This is an optimization exercise on Yosys and OpenROAD, whose aim is small area, not a production implementation. Function was checked by simulation only, so behaviour that the tests miss may differ from the original. Power is estimated from default activity; no workload was simulated.

==> job 1931 <==
Design Processor, start of the top module:
module Processor(clk, rst, i_hit, instr, i_addr, d_hit, d_addr, Mem_re, Mem_we, wrt_data, rd_data, send, send_data, full, Spart_RCV, spart_addr, spart_data, PC_in, d_addr_pre, wt_EXMEM_out, Accelerator_mode_out, Accelerator_rst_out, Accelerator_addr_out, Accelerator_send_data, Accelerator_receive_data, Accelerator_stall, Accelerator_keyfound);
	parameter RESERVED_AREA = 16'h1000;
	parameter Illegal_PC_Handler = 16'h0300;
	parameter Illegal_Register_Access_Handler = 16'h0200;
	parameter Illegal_Memory_Access_Handler = 16'h0400;
	parameter Spart_Handler = 16'h0030;
	parameter Accelerator_Handler = 16'h0500;
	input clk, rst, i_hit, d_hit, full, Spart_RCV, Accelerator_keyfound, Accelerator_stall;
	input [15:0] instr, rd_data, spart_data;
	output [15:0] i_addr, d_addr, wrt_data, PC_in, d_addr_pre;
	output Mem_re, Mem_we, send, wt_EXMEM_out;
	output [7:0] send_data;
	output [2:0] spart_addr;
	output [1:0] Accelerator_mode_out;
	output Accelerator_rst_out;
	output [4:0] Accelerator_addr_out;
	output [15:0] Accelerator_send_data;
	input [15:0] Accelerator_receive_data;
	reg rst_cycle;
	reg [15:0] PC;
	reg [15:0] ifid_instr, ifid_pc;
	reg ifid_j;
	reg [2:0] ex_aluop;
	reg [3:0] ex_dst;
	reg ex_fix0, ex_fix1;       
	reg ex_we, ex_taken, ex_mre, ex_mwe, ex_wt;
	reg [1:0] ex_upd, ex_srcsel, ex_mode;
	reg [2:0] ex_cond;
	reg [15:0] ex_p0;
	reg [15:0] ex_p1;           
	reg send_r;
	reg [2:0] spart_r;
	reg [1:0] accm_r;
	reg [4:0] acca_r;
	reg accr_r;
	reg mem_we, Mem_re_r, Mem_we_r, wt_r;
	reg [3:0] mem_dst;
	reg [15:0] mem_data;        
	reg [15:0] wrt_r;
	reg [2:0] intr_q;           
	reg [1:0] Mode;
	reg Z_I, O_I, N_I, Z_U, O_U, N_U;
	reg [1:0] Acc_Stall_Flag;
	reg [15:0] Acc_Data_Hold;
	reg [15:0] RF [0:15];
  ...
==> flow/config.mk <==
export PLATFORM = sky130hd
export DESIGN_NAME = Processor
export DESIGN_NICKNAME = Processor
export VERILOG_FILES = /design/flow/design.v
export SDC_FILE = /design/flow/constraint.sdc
export NUM_CORES = 4
export LEC_CHECK = 0
export CAP_MARGIN = 20
export CORE_MARGIN = 2
export CORE_UTILIZATION = 60
export SLEW_MARGIN = 20
==> flow/constraint.sdc <==
create_clock -name core_clock -period 10.0 [get_ports {clk}]
set_input_delay 2.0000 -clock core_clock [delete_from_list [all_inputs] [get_ports {clk}]]
set_output_delay 2.0000 -clock core_clock [all_outputs]
set_load 0.01 [all_outputs]
standard.sh (not shown) runs the stock make flow with config.mk's settings and CLKGATE_MAP_FILE= SYNTH_SCRIPT=/design/flow/synth_recipe.tcl, a recipe that flattens the netlist after the stock synthesis.
==> flow/flow/run.sh <==
#!/bin/bash
# Own layout flow: the standard ORFS flow, with three changes:
#  - synthesis maps the logic with an area-oriented ABC script (flow/area.abc);
#    everything else in synthesis, registers included, is the standard synthesis;
#  - ports are buffered with the smallest buffer (buf_1);
#  - clock tree with small clock buffers and no dummy loads.
# Each tool's full output stays in orfs/logs/...; make's output goes to flow_make.log here.
set -euo pipefail
W=$(pwd)
F="$W/flow"
{
  printf 'proc abc {args} { set i [lsearch $args -script]; if {$i >= 0} {lset args [expr {$i + 1}] %s}; yosys abc {*}$args }\n' "$F/area.abc"
  cat "$W/synth_recipe.tcl"
} > "$W/own_synth.tcl"
sed "s#SYNTH_SCRIPT=[^ ]*synth_recipe.tcl#SYNTH_SCRIPT=$W/own_synth.tcl#" "$W/standard.sh" > "$W/own_standard.sh"
grep -q own_synth.tcl "$W/own_standard.sh"
export BUFFER_PORTS_ARGS="-buffer_cell sky130_fd_sc_hd__buf_1"
export CTS_ARGS="-sink_clustering_enable -repair_clock_nets -dont_use_dummy_load -buf_list sky130_fd_sc_hd__clkbuf_8 -sink_clustering_size 10 -sink_clustering_max_diameter 50"
bash "$W/own_standard.sh" finish > "$W/flow_make.log" 2>&1
==> flow/flow/area.abc <==
strash
&get -n
&fraig -x
&put
scorr
dc2
dretime
strash
dch -f
amap -F 6 -A 20
==> inputs of job 9907, as changes to job 1931 <==
--- a/flow/design.v
+++ b/flow/design.v
@@ -19,13 +19,12 @@
 	reg rst_cycle;
 	reg [15:0] PC;
 	reg [15:0] ifid_instr, ifid_pc;
 	reg ifid_j;
 	reg [2:0] ex_aluop;
-	reg [3:0] ex_dst;
-	reg ex_fix0, ex_fix1;       
-	reg ex_we, ex_taken, ex_mre, ex_mwe, ex_wt;
+	reg [3:0] ex_dst, ex_p0a, ex_p1a;
+	reg ex_we, ex_taken, ex_mre, ex_mwe, ex_sendsel, ex_wt;
 	reg [1:0] ex_upd, ex_srcsel, ex_mode;
 	reg [2:0] ex_cond;
 	reg [15:0] ex_p0;
 	reg [15:0] ex_p1;           
 	reg send_r;
@@ -52,11 +51,11 @@
 	wire send_full = send_r & full;
 	wire IFID_stall = s_all | (lu_cond ? lu_hit : send_full);
 	wire IDEX_stall = s_all | (~lu_cond & send_full);
 	wire IDEX_flush = ~s_all & lu_cond & lu_hit;
 	wire [15:0] ins = ifid_instr;
-	reg id_we, p1_sel, jump, J_sel, id_mre, id_mwe_r, id_send, wt_in, Bad_Instr, id_br, id_jal, id_lhb, taken_in;
+	reg id_we, p1_sel, jump, J_sel, id_mre, id_mwe_r, send_sel, id_send, wt_in, Bad_Instr, id_br, id_jal, taken_in;
 	reg [3:0] p0_addr_r, p1_addr_r;
 	reg [2:0] Alu_Op, condition, id_spart;
 	reg [15:0] Imme;
 	reg [1:0] Updateflag, source_sel, Mode_Set, acc_mode;
 	reg [4:0] acc_addr;
@@ -79,11 +78,11 @@
 		J_sel = 0;
 		source_sel = 2'b00;
 		id_mre = 0;
 		id_mwe_r = 0;
 		Mode_Set = 0;
-		id_lhb = 0;
+		send_sel = ins[0];
 		id_send = 0;
 		id_spart = 3'h0;
 		p0_re = 0;
 		p1_re = 0;
 		wt_in = 0;
@@ -120,20 +119,18 @@
 				p1_sel = 1;
 			end
 			4'h6: begin  
 				id_we = |ins[11:8];
 				p0_addr_r = ins[11:8];
-				source_sel = 2'b01;  
+				Alu_Op = 3'h6;
 				p1_sel = 1;
 			end
 			4'h5: begin  
 				id_we = |ins[11:8];
 				p0_addr_r = ins[11:8];
-				source_sel = 2'b01;  
-				Imme = {ins[7:0], 8'h00};
+				Alu_Op = 3'h7;
 				p1_sel = 1;
-				id_lhb = 1;
 			end
 			4'h8: begin  
 				jump = &ins[11:9] | ins[8];
 				condition = ins[11:9];
 				id_br = 1;
@@ -199,41 +196,19 @@
 			Bad_Instr = 1;
 		else
 			Bad_Instr = 0;
 	end
 	wire [15:0] br_off = id_jal ? {{4{ins[11]}}, ins[11:0]} : {{7{ins[8]}}, ins[8:0]};
-	wire [15:0] target;
-	wire [16:0] tc;
-	assign tc[0] = 1'b0;
-	genvar gt;
-	generate
-		for (gt = 0; gt < 16; gt = gt + 1) begin : tadd
-			assign target[gt] = ifid_pc[gt] ^ br_off[gt] ^ tc[gt];
-			assign tc[gt+1] = (ifid_pc[gt] & br_off[gt]) | (tc[gt] & (ifid_pc[gt] ^ br_off[gt]));
-		end
-	endgenerate
+	wire [15:0] target = ifid_pc + br_off;
 	wire [15:0] data_EXMEM_in, data_MEMWB_in;
 	wire h0e = (ex_dst == p0_addr) & ex_we;
 	wire h0m = (mem_dst == p0_addr) & mem_we;
 	wire h1e = (ex_dst == p1_addr) & ex_we;
 	wire h1m = (mem_dst == p1_addr) & mem_we;
-	wire [15:0] s0, s1;
-	wire [255:0] rf_flat;
-	genvar gs;
-	generate
-		for (gs = 0; gs < 16; gs = gs + 1) begin : rsel
-			assign s0[gs] = (p0_addr == gs) & ~h0e & ~h0m;
-			assign s1[gs] = (p1_addr == gs) & ~h1e & ~h1m;
-			assign rf_flat[16*gs +: 16] = RF[gs];
-		end
-	endgenerate
-	wire [15:0] p0v, p1r;
-	RF_read rd0(.sel(s0), .sel_e(h0e), .sel_m(h0m & ~h0e), .rf(rf_flat), .d_e(data_EXMEM_in), .d_m(data_MEMWB_in), .q(p0v));
-	RF_read rd1(.sel(s1), .sel_e(h1e), .sel_m(h1m & ~h1e), .rf(rf_flat), .d_e(data_EXMEM_in), .d_m(data_MEMWB_in), .q(p1r));
-	wire [15:0] p1v0 = p1_sel ? Imme : p1r;
-	wire [7:0] p1v_lo = id_lhb ? p0v[7:0] : (id_send & ins[0]) ? p1v0[15:8] : p1v0[7:0];
-	wire [15:0] p1v = {p1v0[15:8], p1v_lo};
+	wire [15:0] p0v = h0e ? data_EXMEM_in : h0m ? data_MEMWB_in : RF[p0_addr];
+	wire [15:0] p1r = h1e ? data_EXMEM_in : h1m ? data_MEMWB_in : RF[p1_addr];
+	wire [15:0] p1v = p1_sel ? Imme : p1r;
 	wire miss;
 	wire Illegal_PC = ~ifid_j & (Mode == 2'b01) & (ifid_pc < RESERVED_AREA);
 	wire Illegal_Memory = (id_mre | id_mwe) & (Mode == 2'b01) & (p0v < RESERVED_AREA);
 	wire Store_Current = ~miss & ~IFID_stall & (|intr_q);
 	reg [15:0] intr_vec;
@@ -281,30 +256,11 @@
 			endcase
 	end
 	always @(posedge clk)
 		rst_cycle <= rst;
 	wire mode0 = ~|Mode;
-	wire [15:0] pc_inc;
-	wire [16:0] pcc;
-	assign pcc[0] = 1'b1;
-	genvar gp;
-	generate
-		for (gp = 0; gp < 16; gp = gp + 1) begin : pinc
-			assign pc_inc[gp] = PC[gp] ^ pcc[gp];
-			assign pcc[gp+1] = PC[gp] & pcc[gp];
-		end
-	endgenerate
-	wire hold_pc = IFID_stall | mode0;
-	wire nj = ~miss & ~IFID_stall;
-	wire s_miss = miss;
-	wire s_intr = nj & (|intr_q);
-	wire s_jr = nj & ~(|intr_q) & jump & J_sel;
-	wire s_tgt = nj & ~(|intr_q) & jump & ~J_sel;
-	wire s_hold = ~J & hold_pc;
-	wire s_inc = ~J & ~hold_pc;
-	assign i_addr = ({16{s_miss}} & ex_p1) | ({16{s_intr}} & intr_vec) | ({16{s_jr}} & p0v)
-		| ({16{s_tgt}} & target) | ({16{s_hold}} & PC) | ({16{s_inc}} & pc_inc);
+	assign i_addr = J ? J_R : (IFID_stall | mode0) ? PC : PC + 16'd1;
 	assign PC_in = PC;
 	always @(posedge clk)
 		if (rst)
 			PC <= 16'h0b00;
 		else
@@ -321,35 +277,26 @@
 			ifid_j <= J;
 		end
 	end
 	wire flush = mode0 | miss | IDEX_flush | Bad_Instr | Illegal_PC | Illegal_Memory;
 	wire sc = Store_Current;
-	wire [15:0] inc;
-	wire [16:0] ic;
-	assign ic[0] = ~sc;
-	genvar gi;
-	generate
-		for (gi = 0; gi < 16; gi = gi + 1) begin : iinc
-			assign inc[gi] = ifid_pc[gi] ^ ic[gi];
-			assign ic[gi+1] = ifid_pc[gi] & ic[gi];
-		end
-	endgenerate
+	wire [15:0] inc = ifid_pc + {15'd0, ~sc};
 	wire use_target = id_br & ~ins[8] & ~sc;
 	wire use_inc = id_br | id_jal | sc;
-	wire id_sub = (ins[15:12] == 4'h1);
-	wire [15:0] p1_next = use_target ? target : use_inc ? inc : (p1v ^ {16{id_sub}});
+	wire [15:0] p1_next = use_target ? target : use_inc ? inc : p1v;
 	always @(posedge clk) begin
 		ex_mode <= Mode;
 		if (!IDEX_stall) begin
 			ex_aluop <= Alu_Op;
 			ex_dst <= sc ? 4'hf : id_dst;
-			ex_fix0 <= h0e & ex_mre;
-			ex_fix1 <= h1e & ex_mre;
+			ex_p0a <= p0_addr;
+			ex_p1a <= p1_addr;
 			ex_p0 <= p0v;
 			ex_p1 <= p1_next;
 			ex_taken <= taken_in;
 			ex_srcsel <= sc ? 2'b01 : source_sel;
+			ex_sendsel <= send_sel;
 		end
 		if (flush) begin
 			ex_we <= 0;
 			ex_upd <= 0;
 			ex_cond <= 3'h7;
@@ -404,11 +351,11 @@
 	assign Accelerator_addr_out = acca_r;
 	assign Accelerator_rst_out = accr_r;
 	assign Accelerator_send_data = ex_p0;
 	wire [15:0] src0 = ex_p0, src1 = ex_p1;
 	wire sub = (ex_aluop == 3'h1);
-	wire [15:0] src_t = src1;
+	wire [15:0] src_t = src1 ^ {16{sub}};
 	wire [15:0] Sum = src0 + src_t + {15'd0, sub};
 	wire ov = (Sum[15] != src0[15]) & (src0[15] == src_t[15]);
 	wire [15:0] dst_ARI = ov ? (16'h8000 ^ {16{Sum[15]}}) : Sum;
 	wire sh_left = (ex_aluop == 3'h3);
 	wire sh_fill = (ex_aluop == 3'h5) & src0[15];
@@ -424,11 +371,13 @@
 	reg [15:0] alu_out;
 	always @(*)
 		case (ex_aluop)
 			3'h0, 3'h1: alu_out = dst_ARI;
 			3'h2: alu_out = src0 ^ src1;
-			default: alu_out = sh_r;
+			3'h3, 3'h4, 3'h5: alu_out = sh_r;
+			3'h7: alu_out = {src1[7:0], src0[7:0]};
+			default: alu_out = {8'h00, src1[7:0]};
 		endcase
 	wire Z_in = ~|alu_out;
 	wire N_in = alu_out[15];
 	wire OV_in = ov;
 	always @(posedge clk) begin
@@ -478,42 +427,32 @@
 			2'b01: src_mux = ex_p1;
 			2'b10: src_mux = spart_data;
 			default: src_mux = acc_data;
 		endcase
 	assign data_EXMEM_in = src_mux;
-	assign send_data = ex_p1[7:0];
-	wire [15:0] addr_in = ex_fix0 ? rd_data : ex_p0;
-	wire [15:0] wdata_in = ex_fix1 ? rd_data : ex_p1;
-	wire [15:0] mem_data_next = s_all ? mem_data : (ex_mre | ex_mwe) ? addr_in : data_EXMEM_in;
-	always @(posedge clk)
-		mem_data <= mem_data_next;
+	assign send_data = ex_sendsel ? ex_p1[15:8] : ex_p1[7:0];
+	wire b0 = (ex_p0a == mem_dst) & mem_we;
+	wire b1 = (ex_p1a == mem_dst) & mem_we;
+	wire [15:0] addr_in = b0 ? data_MEMWB_in : ex_p0;
+	wire [15:0] wdata_in = b1 ? data_MEMWB_in : ex_p1;
 	always @(posedge clk) begin
 		wt_r <= ex_wt;
 		if (!s_all) begin
 			mem_we <= ex_we;
 			mem_dst <= ex_dst;
 			Mem_re_r <= ex_mre;
 			Mem_we_r <= ex_mwe;
+			mem_data <= (ex_mre | ex_mwe) ? addr_in : data_EXMEM_in;
 			wrt_r <= wdata_in;
 		end
 	end
 	assign Mem_re = Mem_re_r;
 	assign Mem_we = Mem_we_r;
 	assign d_addr = mem_data;
 	assign wrt_data = wrt_r;
 	assign wt_EXMEM_out = wt_r;
-	assign d_addr_pre = mem_data_next;
+	assign d_addr_pre = (~d_hit & mem_op) ? mem_data : addr_in;
 	assign data_MEMWB_in = Mem_re_r ? rd_data : mem_data;
 	always @(posedge clk)
 		if (mem_we & ~s_all)
 			RF[mem_dst] <= data_MEMWB_in;
 endmodule
-module RF_read(input [15:0] sel, input sel_e, sel_m, input [255:0] rf, input [15:0] d_e, d_m, output [15:0] q);
-	reg [15:0] o;
-	integer i;
-	always @(*) begin
-		o = (d_e & {16{sel_e}}) | (d_m & {16{sel_m}});
-		for (i = 0; i < 16; i = i + 1)
-			o = o | (rf[16*i +: 16] & {16{sel[i]}});
-	end
-	assign q = o;
-endmodule
==> flow/run.sh (new file) <==
#!/bin/bash
# synth_recipe.tcl (not shown) runs the flow's synth.tcl, then flattens the netlist and writes it again
# the make line also repeats each setting of config.mk as NAME=value (left out here)
make -C /OpenROAD-flow-scripts/flow DESIGN_CONFIG=/design/flow/config.mk WORK_HOME=/design/flow/orfs CLKGATE_MAP_FILE= SYNTH_SCRIPT=/design/flow/synth_recipe.tcl finish
Settings changed: ABC_AREA set to 1.
removed: flow/flow/run.sh
removed: flow/flow/area.abc
removed: flow/standard.sh
==> inputs of job 5677, as changes to job 1931 <==
--- a/flow/design.v
+++ b/flow/design.v
@@ -16,11 +16,11 @@
 	output [4:0] Accelerator_addr_out;
 	output [15:0] Accelerator_send_data;
 	input [15:0] Accelerator_receive_data;
 	reg rst_cycle;
 	reg [15:0] PC;
-	reg [15:0] ifid_instr, ifid_pc;
+	reg [15:0] ifid_instr_n, ifid_pc;    
 	reg ifid_j;
 	reg [2:0] ex_aluop;
 	reg [3:0] ex_dst;
 	reg ex_fix0, ex_fix1;       
 	reg ex_we, ex_taken, ex_mre, ex_mwe, ex_wt;
@@ -51,11 +51,11 @@
 	wire lu_hit = (ex_dst == p0_addr) | (ex_dst == p1_addr);
 	wire send_full = send_r & full;
 	wire IFID_stall = s_all | (lu_cond ? lu_hit : send_full);
 	wire IDEX_stall = s_all | (~lu_cond & send_full);
 	wire IDEX_flush = ~s_all & lu_cond & lu_hit;
-	wire [15:0] ins = ifid_instr;
+	wire [15:0] ins = ~ifid_instr_n;
 	reg id_we, p1_sel, jump, J_sel, id_mre, id_mwe_r, id_send, wt_in, Bad_Instr, id_br, id_jal, id_lhb, taken_in;
 	reg [3:0] p0_addr_r, p1_addr_r;
 	reg [2:0] Alu_Op, condition, id_spart;
 	reg [15:0] Imme;
 	reg [1:0] Updateflag, source_sel, Mode_Set, acc_mode;
@@ -310,16 +310,16 @@
 		else
 			PC <= i_addr;
 	always @(posedge clk) begin
 		if (miss) begin
 			ifid_pc <= PC;
-			ifid_instr <= 0;
+			ifid_instr_n <= 16'hffff;
 			ifid_j <= 0;
 		end
 		else if (!IFID_stall) begin
 			ifid_pc <= PC;
-			ifid_instr <= (J | mode0) ? 16'h0000 : instr;
+			ifid_instr_n <= (J | mode0) ? 16'hffff : ~instr;
 			ifid_j <= J;
 		end
 	end
 	wire flush = mode0 | miss | IDEX_flush | Bad_Instr | Illegal_PC | Illegal_Memory;
 	wire sc = Store_Current;
@@ -403,33 +403,13 @@
 	assign Accelerator_mode_out = accm_r;
 	assign Accelerator_addr_out = acca_r;
 	assign Accelerator_rst_out = accr_r;
 	assign Accelerator_send_data = ex_p0;
 	wire [15:0] src0 = ex_p0, src1 = ex_p1;
-	wire sub = (ex_aluop == 3'h1);
-	wire [15:0] src_t = src1;
-	wire [15:0] Sum = src0 + src_t + {15'd0, sub};
-	wire ov = (Sum[15] != src0[15]) & (src0[15] == src_t[15]);
-	wire [15:0] dst_ARI = ov ? (16'h8000 ^ {16{Sum[15]}}) : Sum;
-	wire sh_left = (ex_aluop == 3'h3);
-	wire sh_fill = (ex_aluop == 3'h5) & src0[15];
-	wire [15:0] sh_x, sh_r;
-	wire [31:0] sh_w = {{16{sh_fill}}, sh_x} >> src1[3:0];
-	genvar gk;
-	generate
-		for (gk = 0; gk < 16; gk = gk + 1) begin : rev
-			assign sh_x[gk] = sh_left ? src0[15-gk] : src0[gk];
-			assign sh_r[gk] = sh_left ? sh_w[15-gk] : sh_w[gk];
-		end
-	endgenerate
-	reg [15:0] alu_out;
-	always @(*)
-		case (ex_aluop)
-			3'h0, 3'h1: alu_out = dst_ARI;
-			3'h2: alu_out = src0 ^ src1;
-			default: alu_out = sh_r;
-		endcase
+	wire [15:0] alu_out;
+	wire ov;
+	ALU alu(.src0(src0), .src1(src1), .ex_aluop(ex_aluop), .alu_out(alu_out), .ov(ov));
 	wire Z_in = ~|alu_out;
 	wire N_in = alu_out[15];
 	wire OV_in = ov;
 	always @(posedge clk) begin
 		if (rst | ~|ex_mode) begin
@@ -515,5 +495,31 @@
 		for (i = 0; i < 16; i = i + 1)
 			o = o | (rf[16*i +: 16] & {16{sel[i]}});
 	end
 	assign q = o;
 endmodule
+module ALU(input [15:0] src0, src1, input [2:0] ex_aluop, output [15:0] alu_out, output ov);
+	wire sub = (ex_aluop == 3'h1);
+	wire [15:0] src_t = src1;
+	wire [15:0] Sum = src0 + src_t + {15'd0, sub};
+	assign ov = (Sum[15] != src0[15]) & (src0[15] == src_t[15]);
+	wire [15:0] dst_ARI = ov ? (16'h8000 ^ {16{Sum[15]}}) : Sum;
+	wire sh_left = (ex_aluop == 3'h3);
+	wire sh_fill = (ex_aluop == 3'h5) & src0[15];
+	wire [15:0] sh_x, sh_r;
+	wire [31:0] sh_w = {{16{sh_fill}}, sh_x} >> src1[3:0];
+	genvar gk;
+	generate
+		for (gk = 0; gk < 16; gk = gk + 1) begin : rev
+			assign sh_x[gk] = sh_left ? src0[15-gk] : src0[gk];
+			assign sh_r[gk] = sh_left ? sh_w[15-gk] : sh_w[gk];
+		end
+	endgenerate
+	reg [15:0] alu_o;
+	always @(*)
+		case (ex_aluop)
+			3'h0, 3'h1: alu_o = dst_ARI;
+			3'h2: alu_o = src0 ^ src1;
+			default: alu_o = sh_r;
+		endcase
+	assign alu_out = alu_o;
+endmodule
Settings changed: CORE_UTILIZATION 60 to 55, SYNTH_HIERARCHICAL set to 1.
==> notes <==
Non-clock buffer count: job 1931 is lower than job 5677 (9).
Against job 9907, the clock skew of job 1931 is higher by 0.065 ns.
Register-to-register slack, highest first: job 9907, job 1931, job 5677.
Sequential power is about the same in job 9907 and job 1931.
Between job 1931 and job 9907, the lower via count is in job 1931 (gap about 22%, measured against job 9907).
Against job 5677, the critical path depth of job 9907 is lower by 2.
==> figures <==
metric                                                                         job 5677                   job 1931                  job 9907
Run status                                                               finished clean             finished clean            finished clean
Max-slew headroom at the worst pin                                                14.5%                      22.5%                     19.4%
Post-synth design cell area                                                0.0217 sq mm               0.0220 sq mm              0.0270 sq mm
Fraction of synthesized area in multiplexers                                         0%                         0%                   0.0741%
Switching part of the total power                                                 49.2%                      48.9%                     50.3%
Via count of the first global-routing pass                                        19325                      20052                     26250
Most common cell after layout, fill and taps aside            sky130_fd_sc_hd__edfxtp_1  sky130_fd_sc_hd__edfxtp_1  sky130_fd_sc_hd__nand2_1
Post-synthesis register bit count                                                   442                        442                       449
Sum of routed wire length over all layers                                       88.3 mm                    89.5 mm                    107 mm
Total sequential power                                                        0.00274 W                  0.00267 W                 0.00269 W
Die area                                                                   0.0411 sq mm               0.0382 sq mm              0.0467 sq mm
Worst setup skew after layout                                                  0.130 ns                  0.0816 ns                 0.0169 ns
Most repeated cell in the gate-level netlist after synthesis  sky130_fd_sc_hd__edfxtp_1  sky130_fd_sc_hd__edfxtp_1  sky130_fd_sc_hd__nand2_1

==> port drivers added, routing unchanged <==
The results above use ideal ports. As a check the final layouts listed here were re-extracted and re-timed, cells and wires unchanged.
Step 1 (the two cells are an assumption about what drives the block):
set clk [get_ports {clk}]
set_driving_cell -lib_cell sky130_fd_sc_hd__clkbuf_16 $clk
set_driving_cell -lib_cell sky130_fd_sc_hd__buf_2 [delete_from_list [all_inputs] $clk]
Step 2 also shifts input and output timing later by t, the mid clock arrival at the registers, as if the neighbouring blocks saw the same clock.
Slacks: no drivers / after step 1 / after step 2; pairs: no drivers / after step 1.
run | shift t [ns] | setup WS [ns] | slew at the worst register clock pin (ns) | worst slew at a driven data input, ns | pins driven straight from the clock port
job 1931 | 0.684 | 0.622 / 0.567 / 1.251 | 0.08 / 0.08 | 0.09 | 1
job 9907 | 0.663 | 1.960 / 1.899 / 2.174 | 0.07 / 0.07 | 0.05 | 1
job 5677 | 0.686 | 0.267 / 0.209 / 0.660 | 0.08 / 0.08 | 0.05 | 1
After both steps setup and hold are still met in every run listed.
